Context: an optimization exercise on an open-source flow, tuned for small area. The choices shown serve that exercise and are no tape-out recipe.
Where RTL was checked, it was by simulation tests only, not by an equivalence proof against the original.
The RTL of run 2 was laid out without a check of its function.
The clock input has no modelled driver; a real chip could not lean on it and would need a root buffer or a full tree.
Power is estimated from default activity; no workload was simulated.

## design/flow/design.v

```verilog
`timescale 1ps/1ps
module top (
    input  clk,
    input  n_rst,
    input  rxd,
    output txd
);
    localparam PARSE = 2'd0, COMP = 2'd1, OUTP = 2'd2, ZF = 2'd3;
    reg  [4:0]  c;       
    reg  [1:0]  mode;
    reg  [3:0]  n;       
    reg  [4:0]  seq;     
    reg  [15:0] A, B;
    reg  [32:0] R;
    reg  [7:0]  SR;      
    reg         sgn;     
    reg         opl;     
    reg         opy;     
    reg         C;       
    wire sa = SR[7];
    wire sb = SR[6];
    wire d  = SR[5];     
    wire parse = (mode == PARSE);
    wire comp  = (mode == COMP);
    wire outp  = (mode == OUTP);
    wire smp   = (c[3:0] == 4'hf);
    wire c0    = (c == 5'd0);
    wire c1    = (c == 5'd1);
    wire c16   = (c == 5'd16);
    wire c31   = (c == 5'd31);
    wire mul   = opl & ~opy;
    wire div   = opl & opy;
    wire sub   = ~opl & opy;
    wire zfill    = (mode == ZF);                  
    wire rxp      = parse | zfill;
    wire rx_bit   = parse & (n != 4'd0) & (n != 4'd9) & smp;
    wire win      = parse & (n == 4'd9);           
    wire win_end  = win & smp;
    wire digit    = SR[4] | SR[6];                  
    wire fieldA   = (seq >= 5'd3) & (seq <= 5'd7);
    wire fieldB   = (seq >= 5'd9) & (seq <= 5'd12);
    wire insA     = win & fieldA & digit;
    wire insB     = win & fieldB & digit;
    wire step  = comp & opl & seq[4];
    wire shl   = step | (comp & div & (seq == 5'd0) & ~c[4]);
    wire T     = shl ? R[32] : R[31];
    wire load = outp & n[3] & (c[4:2] == {~seq[2] ^ div, ~seq[1], ~seq[0]});
    reg X, Ys, inv, init, cinv, wA, wB, wR, qinv, updd;
    always @(*) begin
        X = 1'b0; Ys = 1'b0; inv = 1'b0; init = 1'b0; cinv = 1'b0;
        wA = 1'b0; wB = 1'b0; wR = 1'b0; qinv = 1'b0; updd = 1'b0;
        if (parse) begin
            if (insA | insB) begin
                X = SR[0];
                Ys = SR[6] & ((c[3:0] == 4'd0) | (c[3:0] == 4'd3));
                init = (c[3:0] == 4'd0);
                wA = insA; wB = insB;
            end
        end else if (comp) begin
            if (~opl) begin
                if (seq == 5'd14) begin          
                    Ys = c[4] ? (sgn & sa) : A[15];
                    init = c0; wR = 1'b1;
                end else if (seq == 5'd15) begin  
                    X = T; Ys = c[4] ? (sgn & sb) : B[15];
                    inv = sub; init = c0; cinv = sub; wR = 1'b1;
                end
            end else if ((seq == 5'd14) | (seq == 5'd2)) begin
                Ys = c[4] ? B[15] : A[15];
                inv = 1'b1; init = c0 | c16; cinv = 1'b1;
                wA = ~c[4] & sgn & sa; wB = c[4] & sgn & sb;
            end else if (seq == 5'd15) begin
                Ys = mul ? (c[4] & B[15]) : (~c[4] & A[15]);
                init = c0; wR = 1'b1; updd = 1'b1;
            end else if (step) begin
                if (mul) begin                   
                    X = ~c0 & T;
                    Ys = ~c[4] & (c0 ? R[0] : d) & A[15];
                    init = c0; wR = 1'b1;
                end else if (c0 & (seq != 5'd16)) begin
                    X = T; inv = ~d; wR = 1'b1; qinv = 1'b1; updd = 1'b1;
                end else if (c[4]) begin         
                    X = T; Ys = B[15]; inv = ~d; init = c16; cinv = ~d;
                    wR = 1'b1;
                end
            end else if (seq == 5'd0) begin
                if (div) begin
                    if (c0) begin
                        X = T; inv = ~d; wR = 1'b1; qinv = 1'b1; updd = 1'b1;
                    end else if (c[4]) begin     
                        X = T; Ys = d & B[15]; init = c16; wR = 1'b1;
                    end
                end
            end else if (seq == 5'd1) begin
                if (sgn & (sa ^ sb) & (mul | ~c[4])) begin
                    Ys = T; inv = 1'b1; init = c0; cinv = 1'b1; wR = 1'b1;
                end
            end
        end
    end
    wire Y   = Ys ^ inv;
    wire Ce  = init ? cinv : C;
    wire sum = X ^ Y ^ Ce;
    wire Cn  = (X & Y) | (X & Ce) | (Y & Ce);
    always @(posedge clk or negedge n_rst)
        if (!n_rst) c <= 5'd0;
        else c <= c + 5'd1;
    always @(posedge clk) begin
        A <= {A[14:0], ~zfill & (wA ? sum : A[15])};
        B <= {B[14:0], ~zfill & (wB ? sum : B[15])};
    end
    always @(posedge clk)
        R <= {R[31:0], wR ? (sum ^ qinv) : T};
    always @(posedge clk) begin
        C <= Cn;
    end
    always @(posedge clk) begin
        if (rx_bit) SR <= {rxd, SR[7:1]};
        else if (insA | insB | load)
            SR[3:0] <= {load ? R[31] : insA ? A[15] : B[15], SR[3:1]};
        if (win_end & (seq == 5'd2)) sgn <= ~SR[2];
        if (win_end & (seq == 5'd8)) begin
            opl <= ~SR[0] | (SR[1] & SR[2]);
            opy <= SR[2];
        end
        if (updd) SR[5] <= sum & ~(comp & (seq == 5'd15));
        else if (step & mul & c0) SR[5] <= R[0];
        if (comp & (seq == 5'd13) & smp) begin
            SR[7] <= A[15];
            SR[6] <= B[15];
        end
    end
    always @(posedge clk or negedge n_rst)
        if (!n_rst) begin
            mode <= ZF;
            n <= 4'd0;
            seq <= 5'd0;
        end else begin
            if (smp) begin
                if (n == 4'd9) n <= 4'd0;
                else if ((n != 4'd0) | ~rxp | ~rxd) n <= n + 4'd1;
            end
            case (mode)
                ZF: if (smp) mode <= PARSE;
                PARSE: begin
                    if (win_end) begin
                        if (seq == 5'd0) seq <= (SR == 8'h49) ? 5'd1 : 5'd0;
                        else if (seq == 5'd13) begin
                            mode <= COMP;
                        end else seq <= seq + 5'd1;
                    end
                end
                COMP: begin
                    if (c31) begin
                        if (seq != 5'd3) seq <= seq + 5'd1;
                        else if (n[3:1] == 3'b011) begin
                            mode <= OUTP;
                            seq <= 5'd0;
                        end
                    end
                end
                default: begin
                    if (smp & (n == 4'd9)) begin
                        if (seq == 5'd8) begin
                            mode <= PARSE;
                            seq <= 5'd0;
                        end else seq <= seq + 5'd1;
                    end
                end
            endcase
        end
    wire [3:0] dg = SR[3:0];
    wire       L  = dg[3] & (dg[2] | dg[1]);
    wire [3:0] e  = dg + {1'b0, L, L, L};
    reg tx;
    always @(*) begin
        if (~outp | (seq == 5'd0)) tx = 1'b1;
        else case (n)
            4'd0: tx = 1'b0;
            4'd1: tx = e[0];
            4'd2: tx = e[1];
            4'd3: tx = e[2];
            4'd4: tx = e[3];
            4'd5: tx = ~L;
            4'd6: tx = 1'b1;
            4'd7: tx = L;
            4'd8: tx = 1'b0;
            default: tx = 1'b1;
        endcase
    end
    assign txd = tx;
endmodule
```

## design/flow/flow/run.sh

```bash
#!/bin/bash
# Layout flow: the standard flow, except that synthesis maps the logic
# with the best of several abc scripts (no full-adder extraction), and CTS uses
# the arguments in flow/cts_args.txt, after which flow/post_cts.tcl
# merges the leaf clusters in pairs (4 clkbuf_16 leaves, no root), and
# the port buffers are buf_1.  Registers are the standard ones.
set -euo pipefail
W=$(pwd)
CTS="$(cat $W/flow/cts_args.txt 2>/dev/null || true)"
# synthesis with our script
sed -e "s|SYNTH_SCRIPT=[^ ]*|SYNTH_SCRIPT=$W/flow/synth.tcl ADDER_MAP_FILE=|" standard.sh > my_synth.sh
bash my_synth.sh synth > synth.log 2>&1
# the rest of the standard flow
if [[ -n "$CTS" ]]; then
  sed -e "s|SYNTH_SCRIPT=[^ ]*|& CTS_ARGS='$CTS' POST_CTS_TCL=$W/flow/post_cts.tcl BUFFER_PORTS_ARGS='-buffer_cell sky130_fd_sc_hd__buf_1'|" standard.sh > my_std.sh
else
  cp standard.sh my_std.sh
fi
bash my_std.sh > layout.log 2>&1
```

## design/flow/flow/cts_args.txt

```
-sink_clustering_enable -dont_use_dummy_load -root_buf sky130_fd_sc_hd__clkbuf_8 -buf_list sky130_fd_sc_hd__clkbuf_4 -repair_clock_nets
```

## design/flow/flow/post_cts.tcl

```tcl
# After CTS: merge the clock tree's leaf clusters in pairs, drive each pair
# by one clkbuf_16 placed at the centre of its flip-flops and fed straight
# from the clock port (4 leaf buffers, so the port drives 4 pins), and drop
# the root buffer.  Every flip-flop still sees one buffer between the clock
# port and its clock pin.
set block [ord::get_db_block]
set root [$block findInst clkbuf_0_clk]
if {$root eq "NULL"} { puts "post_cts: no root buffer, tree left as is"; return }
set clknet [[$root findITerm A] getNet]
set rootnet [[$root findITerm X] getNet]
set leaves {}
foreach it [$rootnet getITerms] { if {[$it getInst] ne $root} { lappend leaves [$it getInst] } }
set leaves [lsort -command {apply {{a b} {string compare [$a getName] [$b getName]}}} $leaves]
if {[llength $leaves] != 8} { puts "post_cts: [llength $leaves] leaves, tree left as is"; return }
set keep {}
for {set i 0} {$i < 8} {incr i 2} {
  set k [lindex $leaves $i]
  set o [lindex $leaves [expr {$i + 1}]]
  set knet [[$k findITerm X] getNet]
  set onet [[$o findITerm X] getNet]
  foreach it [$onet getITerms] { if {[$it getInst] ne $o} { $it disconnect; $it connect $knet } }
  odb::dbInst_destroy $o
  odb::dbNet_destroy $onet
  [$k findITerm A] disconnect
  [$k findITerm A] connect $clknet
  # move the buffer to the centre of its sinks
  set sx 0; set sy 0; set ns 0
  foreach it [$knet getITerms] {
    set in [$it getInst]
    if {$in eq $k} continue
    set b [$in getBBox]
    set sx [expr {$sx + ([$b xMin] + [$b xMax]) / 2}]
    set sy [expr {$sy + ([$b yMin] + [$b yMax]) / 2}]
    incr ns
  }
  if {$ns > 0} { $k setLocation [expr {$sx / $ns}] [expr {$sy / $ns}] }
  lappend keep [$k getName]
}
odb::dbInst_destroy $root
odb::dbNet_destroy $rootnet
foreach k $keep { replace_cell [get_cells $k] sky130_fd_sc_hd__clkbuf_16 }
puts "post_cts: 4 leaf buffers: $keep"
detailed_placement
check_placement -verbose
estimate_parasitics -placement
report_clock_skew
```

## design/flow/flow/synth.tcl

```tcl
# The standard flow's synthesis (synth_recipe.tcl) with one change: the logic is mapped
# by abc with several area-oriented scripts in turn, and the smallest
# result is kept.  Flip-flops are mapped before abc and are not touched.
proc synth {args} { yosys synth -nofsm -noshare {*}$args }
set f [open $::env(SCRIPTS_DIR)/synth.tcl]; set s [read $f]; close $f
set s [string map [list {log_cmd abc {*}$abc_args} {best_abc}] $s]
source $::env(SCRIPTS_DIR)/synth_preamble.tcl
set ::my_lib_args [list {*}$lib_args {*}$lib_dont_use_args]
set ::my_stat_args $lib_args
proc best_abc {} {
  set scripts [list \
    "+strash;ifraig;scorr;dc2;strash;&get,-n;&dch,-f;&nf,-R,1000;&put;strash;&get,-n;&dch,-f;&nf,-R,1000;&put" \
    "+strash;dc2;strash;&get,-n;&synch2;&nf,-R,1000;&put;strash;&get,-n;&dch,-f;&nf,-R,1000;&put" \
    "+strash;ifraig;scorr;dc2;strash;&get,-n;&dch,-f;&nf,-R,1000;&put" \
    "+strash;ifraig;scorr;dc2;strash;&get,-n;&dch,-f;&nf,-R,1000;&put;strash;&get,-n;&dch,-f;&nf,-R,1000;&put;strash;&get,-n;&dch,-f;&nf,-R,1000;&put" ]
  yosys design -save pre_abc
  set best ""; set best_area 1e30
  foreach sc $scripts {
    yosys design -load pre_abc
    yosys abc -script $sc {*}$::my_lib_args
    set st [yosys tee -q -s result.string stat {*}$::my_stat_args]
    if {[regexp {Chip area for module[^:]*: ([0-9.]+)} $st -> a]} {
      puts "best_abc: $a for $sc"
      if {$a < $best_area} { set best_area $a; set best $sc }
    }
  }
  puts "best_abc: keeping $best_area with $best"
  yosys design -load pre_abc
  yosys abc -script $best {*}$::my_lib_args
}
eval $s
# left out here: clear keep_hierarchy, flatten, clean up, hide names made inside functions, write 1_2_yosys.v
```

## design/flow/standard.sh

```bash
#!/bin/bash
# synth_recipe.tcl (not shown) runs the flow's synth.tcl, then flattens the netlist and writes it again
# the make line also repeats each setting of config.mk as NAME=value (left out here)
make -C /OpenROAD-flow-scripts/flow DESIGN_CONFIG=/design/flow/config.mk WORK_HOME=/design/flow/orfs CLKGATE_MAP_FILE= SYNTH_SCRIPT=/design/flow/synth_recipe.tcl "${@:-finish}"
```

## design/flow/config.mk

```make
export PLATFORM = sky130hd
export DESIGN_NAME = top
export DESIGN_NICKNAME = top
export VERILOG_FILES = /design/flow/design.v
export SDC_FILE = /design/flow/constraint.sdc
export NUM_CORES = 4
export LEC_CHECK = 0
export CAP_MARGIN = 20
export CORE_MARGIN = 2
export CORE_UTILIZATION = 40
export PLACE_DENSITY = 0.6
export SLEW_MARGIN = 20
```

## design/flow/constraint.sdc

```tcl
create_clock -name core_clock -period 14.0 [get_ports {clk}]
set_input_delay 2.8000 -clock core_clock [delete_from_list [all_inputs] [get_ports {clk}]]
set_output_delay 2.8000 -clock core_clock [all_outputs]
set_load 0.01 [all_outputs]
```

==> impl_metrics.env, run 1 <==
export IMPL_grt_max_degree=30
export IMPL_max_vdd_ir_drop_uv=80.21
export IMPL_track_usage=0.1565
export IMPL_antenna_found_initial=0
export IMPL_clk_latency_ps=160
export IMPL_core_um2=8093
export IMPL_cp_max_fo=12
export IMPL_rsz0062_at_grt="false"
export IMPL_hold_viol=0
export IMPL_total_power_mw=0.3905
export IMPL_syn_cell_area_um2=3301
export IMPL_synthCells=309
export IMPL_die_y_um=94.84
export IMPL_die_area_um2=8995
export IMPL_synth_nets=312
export IMPL_power_density_nw_per_um2=110.2
export IMPL_seq_power_share=0.696
export IMPL_gr_max_usage_layer="met1"
export IMPL_power_frac_comb=0.009
export IMPL_finalWorstSetupSlack_ps=9312
export IMPL_status="no timing/DRC/antenna violations"
export IMPL_gp_congestion=0.9272
export IMPL_setup_tns_ps=0
export IMPL_min_period_over_period=0.3349
export IMPL_grtUsageMet3=0.02235
export IMPL_antenna_cells=0
export IMPL_slew_violations=0
export IMPL_worst_setup_path_end_kind="output pin"
export IMPL_drive_gt1_frac=0.01899
export IMPL_synthTopCellsByArea="dfxtp_1, dfrtp_1, edfxtp_1"
export IMPL_dp_slack_ps=9582
export IMPL_drtAntennaViolNets=0
export IMPL_use_met1=0.2318
export IMPL_fmax_ghz=0.2133
export IMPL_cp_required_ps=11200
export IMPL_synth_area_per_cell_um2=10.68
export IMPL_io_buffer_count=3
export IMPL_clkTransAtPathRegs_ps=100
export IMPL_synthArstFlopShare=0.1720
export IMPL_fillers=781
export IMPL_max_cap_violations=0
export IMPL_setup_viol=0
export IMPL_first_pass_iters=5
export IMPL_place_inst=417
export IMPL_relSlewSlack=0.3319
export IMPL_synth_edf_count=11
export IMPL_grt_pass1_vias=2130
export IMPL_final_nets=321
export IMPL_yosysSeqAreaShare=0.6224
export IMPL_routed_wirelength_um=6604
export IMPL_internal_power_mw=0.3236
export IMPL_hp_class="reg2reg"
export IMPL_netlist_area_leader_share=0.4003
export IMPL_drtIter0Drc=314
export IMPL_grt_ovfl_total=0
export IMPL_critPathKind="reg2out"
export IMPL_yosys_area_top_type="dfxtp_1"
export IMPL_final_setup_skew_ps=19.89
export IMPL_ys_ff_latch=93
export IMPL_p_sw_frac=0.1712
export IMPL_met2_usage=0.2311
export IMPL_ys_warn_count=1
export IMPL_drc=0
export IMPL_dpl_hpwl_um=4619
export IMPL_period_minus_slack_ps=4688
export IMPL_synth_flop_cell="dfxtp_1"
export IMPL_core_rowCount=33
export IMPL_grt_first_pass_wirelength_um=10900
export IMPL_p_sw_mw=0.06685
export IMPL_via_per_inst=5.594
export IMPL_worst_ep_arrival_time_ps=1890
export IMPL_ys_types=45
export IMPL_finalNonFillerCells=421
export IMPL_vias=2355
export IMPL_utilization=0.4378
export IMPL_areaGrowthSynthToFinish_pct=7.354
export IMPL_routedWlPerCell_um=15.69
export IMPL_initial_core_util=0.4079
export IMPL_clock_power_share=0.295
export IMPL_tightest_slew_ps=993.0
export IMPL_pin_count=4
export IMPL_cp_start_kind="register"
export IMPL_leakage_nw=1.259
export IMPL_die_w_um=94.84
export IMPL_cts_sinks=93
synth_stat cells, types with 7 or more instances:
master / count
a211oi_1: 7
a21oi_1: 19
a31oi_1: 9
dfrtp_1: 14
dfxtp_1: 66
edfxtp_1: 11
nand2_1: 30
nor2_1: 25
nor3_1: 11
o21ai_0: 24
xnor2_1: 8
through the flow:
step	cell area (um2)	hold slack [ps]
2_1_floorplan	3301	309.6
3_3_place_gp	3443	310.8
3_5_place_dp	3443	312.1
5_1_grt	3543	329.0
6_report	3543	310.7
cell type report:
type                            instances  area, um2  share of cell area
Timing Repair Buffer                    3      11.26            0.003178
Clock buffer                            4      100.1             0.02825
Multi-Input combinational cell        211       1227              0.3464
Sequential cell                        93       2054              0.5798
Tap cell                              105      131.4             0.03708
Inverter                                5      18.77            0.005297
cells in the final DEF, fill, tap and decap left out, drive strengths merged, types with 3 or more instances in the layout:
cell / Yosys / layout
clkinv: 5 / 5
xnor2: 8 / 8
nand3b: 3 / 3
o221ai: 3 / 3
a21oi: 19 / 19
dfrtp: 14 / 14
and3: 3 / 3
o21ai: 24 / 24
dfxtp: 66 / 66
nand3: 6 / 6
clkbuf: 0 / 4
o31ai: 3 / 3
nor2: 25 / 25
nor2b: 6 / 6
a211oi: 7 / 7
o22ai: 3 / 3
nor4: 4 / 4
nand4: 5 / 5
nor3: 11 / 11
mux2i: 4 / 4
or3: 3 / 3
a31oi: 9 / 9
buf: 0 / 3
xor2: 5 / 5
nand2: 30 / 30
nand2b: 5 / 5
and2: 4 / 4
edfxtp: 11 / 11
path summary, 6_finish.rpt:
check / endpoint / cells after the start / slack (ps) / from
max in group asynchronous: n[0]$_DFFE_PN0P_ / 1 / 10710 / n_rst
hold / removal: A[13]$_DFF_P_ / 0 / 310 / A[12]$_DFF_P_
hold reg to reg: A[13]$_DFF_P_ / 0 / 310 / A[12]$_DFF_P_
min in group asynchronous: c[0]$_DFF_PN0_ / 1 / 2740 / n_rst
setup reg to reg: R[0]$_DFF_P_ / 12 / 10140 / seq[0]$_DFFE_PN0P_
setup / recovery: txd / 4 / 9310 / seq[0]$_DFFE_PN0P_
routing by layer:
metal / vias up / share of wire
li1: 1145 / -
met1: 1130 / 0.50
met2: 69 / 0.43
met3: 11 / 0.047
met4: 0 / 0.023
met5: - / 0
worst max-delay path, cell delays in order, from the launching register on:
cell	delay [ps]
dfrtp_1	500
nor3_1	720
a21oi_1	190
o21ai_0	140
buf_1	180
power groups by stage:
stage	Sequential, mW	Combinational [mW]	Clock (mW)
after detailed placement	0.278	0.00356	0
after floorplan	0.277	0.00202	0
final	0.272	0.00357	0.115
after global routing	0.272	0.00409	0.129
after global placement	0.277	0.00347	0
sequential cells by signal, indices dropped and copies added (netlist names), 2 cells and up:
register  flops
seq           5
A            16
SR            8
B            16
R            33
n             4
c             5
mode          2
kinds of logic (layout without fill, tap and decap cells):
group / count (synthesis) / after routing / synth area share
AND/OR/NAND/NOR: 113 / 113 / 0.1710
flip-flops: 93 / 93 / 0.6224
AO/OA/AOI/OAI: 78 / 78 / 0.1444
XOR/XNOR: 13 / 13 / 0.03450
multiplexers: 6 / 6 / 0.01895
buffers and inverters: 5 / 12 / 0.005687
adder cells (fa/ha/maj): 1 / 1 / 0.003033
==> run 2, diff against run 1 <==
--- a/design/flow/design.v
+++ b/design/flow/design.v
@@ -12,3 +12,3 @@
     reg  [4:0]  seq;     
-    reg  [15:0] A, B;
+    reg  [31:0] AB;
     reg  [32:0] R;
@@ -18,6 +18,5 @@
     reg         opy;     
+    reg         sa, sb;  
     reg         C;       
-    wire sa = SR[7];
-    wire sb = SR[6];
-    wire d  = SR[5];     
+    reg         d;       
     wire parse = (mode == PARSE);
@@ -35,5 +34,5 @@
     wire rxp      = parse | zfill;
-    wire rx_bit   = parse & (n != 4'd0) & (n != 4'd9) & smp;
+    wire rx_bit   = rxp & (n != 4'd0) & (n != 4'd9) & smp;
     wire win      = parse & (n == 4'd9);           
-    wire win_end  = win & smp;
+    wire win_end  = win & smp & ~stay;
     wire digit    = SR[4] | SR[6];                  
@@ -41,4 +40,4 @@
     wire fieldB   = (seq >= 5'd9) & (seq <= 5'd12);
-    wire insA     = win & fieldA & digit;
-    wire insB     = win & fieldB & digit;
+    wire ins      = win & digit & ((fieldA & ~c[4]) | (fieldB & c[4]));
+    wire stay     = win & digit & ((fieldA & c[4]) | (fieldB & ~c[4]));
     wire step  = comp & opl & seq[4];
@@ -47,8 +46,8 @@
     wire load = outp & n[3] & (c[4:2] == {~seq[2] ^ div, ~seq[1], ~seq[0]});
-    reg X, Ys, inv, init, cinv, wA, wB, wR, qinv, updd;
+    reg X, Ys, inv, init, cinv, wAB, wR, qinv;
     always @(*) begin
         X = 1'b0; Ys = 1'b0; inv = 1'b0; init = 1'b0; cinv = 1'b0;
-        wA = 1'b0; wB = 1'b0; wR = 1'b0; qinv = 1'b0; updd = 1'b0;
+        wAB = 1'b0; wR = 1'b0; qinv = 1'b0;
         if (parse) begin
-            if (insA | insB) begin
+            if (ins) begin
                 X = SR[0];
@@ -56,3 +55,3 @@
                 init = (c[3:0] == 4'd0);
-                wA = insA; wB = insB;
+                wAB = 1'b1;
             end
@@ -61,6 +60,6 @@
                 if (seq == 5'd14) begin          
-                    Ys = c[4] ? (sgn & sa) : A[15];
+                    Ys = c[4] ? (sgn & sa) : AB[31];
                     init = c0; wR = 1'b1;
                 end else if (seq == 5'd15) begin  
-                    X = T; Ys = c[4] ? (sgn & sb) : B[15];
+                    X = T; Ys = c[4] ? (sgn & sb) : AB[15];
                     inv = sub; init = c0; cinv = sub; wR = 1'b1;
@@ -68,8 +67,8 @@
             end else if ((seq == 5'd14) | (seq == 5'd2)) begin
-                Ys = c[4] ? B[15] : A[15];
+                Ys = AB[31];
                 inv = 1'b1; init = c0 | c16; cinv = 1'b1;
-                wA = ~c[4] & sgn & sa; wB = c[4] & sgn & sb;
+                wAB = sgn & (c[4] ? sb : sa);
             end else if (seq == 5'd15) begin
-                Ys = mul ? (c[4] & B[15]) : (~c[4] & A[15]);
-                init = c0; wR = 1'b1; updd = 1'b1;
+                Ys = AB[31] & (mul ? c[4] : ~c[4]);
+                init = c0; wR = 1'b1;
             end else if (step) begin
@@ -77,8 +76,8 @@
                     X = ~c0 & T;
-                    Ys = ~c[4] & (c0 ? R[0] : d) & A[15];
+                    Ys = ~c[4] & (c0 ? R[0] : d) & AB[31];
                     init = c0; wR = 1'b1;
                 end else if (c0 & (seq != 5'd16)) begin
-                    X = T; inv = ~d; wR = 1'b1; qinv = 1'b1; updd = 1'b1;
+                    X = T; inv = ~d; wR = 1'b1; qinv = 1'b1;
                 end else if (c[4]) begin         
-                    X = T; Ys = B[15]; inv = ~d; init = c16; cinv = ~d;
+                    X = T; Ys = AB[31]; inv = ~d; init = c16; cinv = ~d;
                     wR = 1'b1;
@@ -88,5 +87,5 @@
                     if (c0) begin
-                        X = T; inv = ~d; wR = 1'b1; qinv = 1'b1; updd = 1'b1;
+                        X = T; inv = ~d; wR = 1'b1; qinv = 1'b1;
                     end else if (c[4]) begin     
-                        X = T; Ys = d & B[15]; init = c16; wR = 1'b1;
+                        X = T; Ys = d & AB[31]; init = c16; wR = 1'b1;
                     end
@@ -108,4 +107,3 @@
     always @(posedge clk) begin
-        A <= {A[14:0], ~zfill & (wA ? sum : A[15])};
-        B <= {B[14:0], ~zfill & (wB ? sum : B[15])};
+        AB <= {AB[30:0], ~zfill & (wAB ? sum : AB[31])};
     end
@@ -115,2 +113,5 @@
         C <= Cn;
+        if (comp & (seq == 5'd15)) d <= 1'b0;
+        else if (step & c0) d <= mul ? R[0] : (seq == 5'd16) ? 1'b0 : T ^ ~d ^ C;
+        else if (comp & (seq == 5'd0) & c0) d <= T ^ ~d ^ C;
     end
@@ -118,4 +119,4 @@
         if (rx_bit) SR <= {rxd, SR[7:1]};
-        else if (insA | insB | load)
-            SR[3:0] <= {load ? R[31] : insA ? A[15] : B[15], SR[3:1]};
+        else if (ins | load)
+            SR[3:0] <= {load ? R[31] : AB[31], SR[3:1]};
         if (win_end & (seq == 5'd2)) sgn <= ~SR[2];
@@ -125,7 +126,5 @@
         end
-        if (updd) SR[5] <= sum & ~(comp & (seq == 5'd15));
-        else if (step & mul & c0) SR[5] <= R[0];
-        if (comp & (seq == 5'd13) & smp) begin
-            SR[7] <= A[15];
-            SR[6] <= B[15];
+        if (parse & smp) begin
+            if (c[4]) sb <= AB[31];
+            else sa <= AB[31];
         end
@@ -139,3 +138,5 @@
             if (smp) begin
-                if (n == 4'd9) n <= 4'd0;
+                if (n == 4'd9) begin
+                    if (~stay) n <= {3'd0, rxp & ~rxd};
+                end
                 else if ((n != 4'd0) | ~rxp | ~rxd) n <= n + 4'd1;
@@ -143,3 +144,3 @@
             case (mode)
-                ZF: if (smp) mode <= PARSE;
+                ZF: if (c31) mode <= PARSE;
                 PARSE: begin
--- a/design/flow/flow/run.sh
+++ b/design/flow/flow/run.sh
@@ -2,3 +2,3 @@
 # Layout flow: the standard flow, except that synthesis maps the logic
-# with the best of several abc scripts (no full-adder extraction), and CTS uses
+# with yosys's default abc script (no full-adder extraction), and CTS uses
 # the arguments in flow/cts_args.txt, after which flow/post_cts.tcl
==> design/flow/flow/synth.tcl (replaced) <==
proc synth {args} { yosys synth -nofsm -noshare {*}$args }
set f [open $::env(SCRIPTS_DIR)/synth.tcl]; set s [read $f]; close $f
set s [string map [list {log_cmd abc {*}$abc_args} {log_cmd abc {*}$::my_abc_args}] $s]
source $::env(SCRIPTS_DIR)/synth_preamble.tcl
# area-oriented mapping: two rounds of choice computation and area mapping
set ::my_abc_args [list -script "+strash;ifraig;scorr;dc2;strash;&get,-n;&dch,-f;&nf,-R,1000;&put;strash;&get,-n;&dch,-f;&nf,-R,1000;&put" {*}$lib_args {*}$lib_dont_use_args]
eval $s
# left out here: clear keep_hierarchy, flatten, clean up, hide names made inside functions, write 1_2_yosys.v
==> run 2 against run 1 <==
Still clean on timing, DRC and antenna. Critical path depth increased by 3. Setup slack improved by 49 ps. Die area increased by 2.2%. Clock-buffer cell count unchanged. Clock power about the same. Total power increased by 1.1%. Sequential power increased by 3%. Synthesized area increased by 2.3%. Utilization increased by 0.34 points. Sequential cell count increased by 3. Critical endpoint unchanged.
==> impl_metrics.env, run 2 <==
export IMPL_drc=0
export IMPL_pin_count=4
export IMPL_largest_reg_flops=33
export IMPL_gp_congestion=0.9587
export IMPL_fmax_ghz=0.2155
export IMPL_antenna_found_initial=0
export IMPL_netlist_area_leader_share=0.3973
export IMPL_met2_usage=0.2232
export IMPL_yosys_area_top_type="dfxtp_1"
export IMPL_ys_ff_latch=96
export IMPL_first_pass_iters=5
export IMPL_setup_viol=0
export IMPL_dpl_hpwl_um=4654
export IMPL_total_power_mw=0.3948
export IMPL_worst_setup_path_end_kind="output pin"
export IMPL_die_y_um=95.87
export IMPL_final_nets=337
export IMPL_io_buffer_count=3
export IMPL_worst_ep_arrival_time_ps=1840
export IMPL_yosysSeqAreaShare=0.6323
export IMPL_holdPathStages=0
export IMPL_hold_end="AB[22]$_DFF_P_"
export IMPL_die_area_um2=9190
export IMPL_synth_flop_cell="dfxtp_1"
export IMPL_hp_class="reg2reg"
export IMPL_cp_max_fo=7
export IMPL_r2r_start="mode[0]$_DFFE_PN1P_"
export IMPL_gr_max_usage_layer="met1"
export IMPL_design_area_um2=3626
export IMPL_synthTopCellsByCount="dfxtp_1, nand2_1, nor2_1"
export IMPL_synth_nets=327
export IMPL_top_regs="R (33), AB (32), SR (8)"
export IMPL_max_cap_violations=0
export IMPL_utilization=0.4413
export IMPL_initial_core_util=0.4108
export IMPL_tightest_slew_ps=869.8
export IMPL_final_setup_skew_ps=31.83
export IMPL_internal_power_mw=0.3311
export IMPL_slew_violations=0
export IMPL_via_per_inst=5.531
export IMPL_synth_area_per_cell_um2=10.42
export IMPL_power_frac_comb=0.003
export IMPL_rsz0062_at_grt="false"
export IMPL_use_met1=0.2342
export IMPL_ff2ff_path_depth=15
export IMPL_clk_latency_ps=170
export IMPL_grt_first_pass_wirelength_um=11140
export IMPL_areaGrowthSynthToFinish_pct=7.413
export IMPL_core_rowCount=33
export IMPL_antenna_cells=0
export IMPL_layout_common_cells="dfxtp_1, nand2_1, nor2_1"
export IMPL_min_period_over_period=0.3314
export IMPL_core_um2=8217
export IMPL_grt_max_degree=35
export IMPL_setup_tns_ps=0
export IMPL_drtIter0Drc=452
export IMPL_track_usage=0.1592
export IMPL_place_area_um2=3526
export IMPL_syn_cell_area_um2=3376
export IMPL_critPathKind="reg2out"
export IMPL_status="no timing/DRC/antenna violations"
export IMPL_drtAntennaViolNets=0
export IMPL_synth_edf_count=13
export IMPL_drive_gt1_frac=0.02108
export IMPL_max_vdd_ir_drop_uv=76.62
export IMPL_routed_wirelength_um=6596
export IMPL_power_density_nw_per_um2=108.9
export IMPL_min_from="AB[21]$_DFF_P_"
export IMPL_relSlewSlack=0.4202
export IMPL_cts_sinks=96
export IMPL_synthCells=324
export IMPL_die_w_um=95.87
export IMPL_routedWlPerCell_um=15.09
export IMPL_ys_warn_count=1
export IMPL_regMostFlops="R"
export IMPL_p_sw_frac=0.1615
export IMPL_period_minus_slack_ps=4639
export IMPL_leakage_nw=1.295
export IMPL_r2r_end="AB[0]$_DFF_P_"
export IMPL_cp_required_ps=11200
export IMPL_clkTransAtPathRegs_ps=110
export IMPL_vias=2417
export IMPL_dp_slack_ps=9559
export IMPL_synthArstFlopShare=0.1667
export IMPL_synthTopCellsByArea="dfxtp_1, edfxtp_1, dfrtp_1"
export IMPL_hold_viol=0
export IMPL_finalWorstSetupSlack_ps=9361
export IMPL_layout_commonest_cell="dfxtp_1"
export IMPL_grt_pass1_vias=2263
export IMPL_p_sw_mw=0.06375
export IMPL_grtUsageMet3=0.04933
export IMPL_seq_power_share=0.706
export IMPL_cp_start_kind="register"
export IMPL_clock_power_share=0.291
export IMPL_grt_ovfl_total=0
export IMPL_synth_most_common_cell="dfxtp_1"
export IMPL_r2r_setup_slack_ps=10020
export IMPL_ys_types=40
[run 2: changes by cell type after synthesis, moves of 3 or more]
cell      before  now
nor2_1        25   33
a21oi_1       19   26
nand2_1       30   37
nand3_1        6   12
a211oi_1       7    2
and3_1         3    6
o221ai_1       3    0
[run 2: worst max path at each step]
stage / endpoint / depth (start not counted) / slack (ps) / from
final: txd / 7 / 9360 / SR[0]$_DFFE_PP_
after global routing: txd / 8 / 9150 / SR[2]$_DFFE_PP_
after detailed placement: txd / 8 / 9560 / SR[2]$_DFFE_PP_
after global placement: txd / 4 / 9590 / seq[2]$_DFFE_PN0P_
after floorplan: txd / 6 / 9800 / SR[0]$_DFFE_PP_
[run 2: routing by layer]
metal,vias up,part of all wire
met5,-,0
met2,111,0.42
li1,1174,-
met3,10,0.077
met4,0,0.017
met1,1122,0.48
[run 2: stage by stage]
step | instances | hold slack (ps)
3_5_place_dp | 433 | 312.1
6_report | 437 | 308.8
2_1_floorplan | 324 | 309.6
3_3_place_gp | 433 | 312.5
5_1_grt | 437 | 309.5
[run 2: critical path, cell delays in order (launching register included)]
cell and delay (ps):
edfxtp_1 480, or3_1 430, nand3_1 100, o21ai_0 80, a211oi_1 250, o32ai_1 110
nand3_1 90, buf_1 160
[run 2: cell families (layout without fill, tap and decap cells)]
family	Yosys count	after routing	share of synthesized area
buffers and inverters	6	14	0.006671
xor gates and xnor gates	14	14	0.03632
AOI/OAI and AO/OA	79	79	0.1412
and+or+nand+nor	126	126	0.1746
DFF	96	96	0.6323
muxes	3	3	0.008896
[run 2: cell type report]
class,instances,area (um2)
clock buffer,4,100.1
fill,765,4591
inverter,6,22.52
multi-input combinational,222,1219
sequential,96,2135
tap,105,131.4
timing repair buffer,4,18.77
[run 2: power by group through the flow]
stage                      logic, mW  clock network [mW]  registers, mW
after global routing         0.00142               0.128          0.279
final                        0.00116               0.115          0.279
after detailed placement     0.00126                   0          0.285
after global placement       0.00124                   0          0.285
after floorplan           0.00000531                   0          0.285

-- separate check: timing with driven ports --
The results above use ideal ports. As a check the final layouts listed here were re-extracted and re-timed, cells and wires unchanged.
Step 1, drivers: a clkbuf_16 drives clk and a buf_2 each remaining input, both assumed.
Step 2 times the ports against the registers' clock, not the clock port: input delays grow and output delays shrink by t, the midpoint of the rising clock arrivals with the driver on.
a / b / c = ideal / step 1 / step 2; a / b = the first two.
run	t (ns)	slack for setup (ns)	worst register clock-pin slew, ns
run 1	0.220	9.312 / 9.243 / 9.463	0.10 / 0.10
run 2	0.230	9.361 / 9.282 / 9.513	0.11 / 0.11
After both steps setup and hold are still met in every run listed.
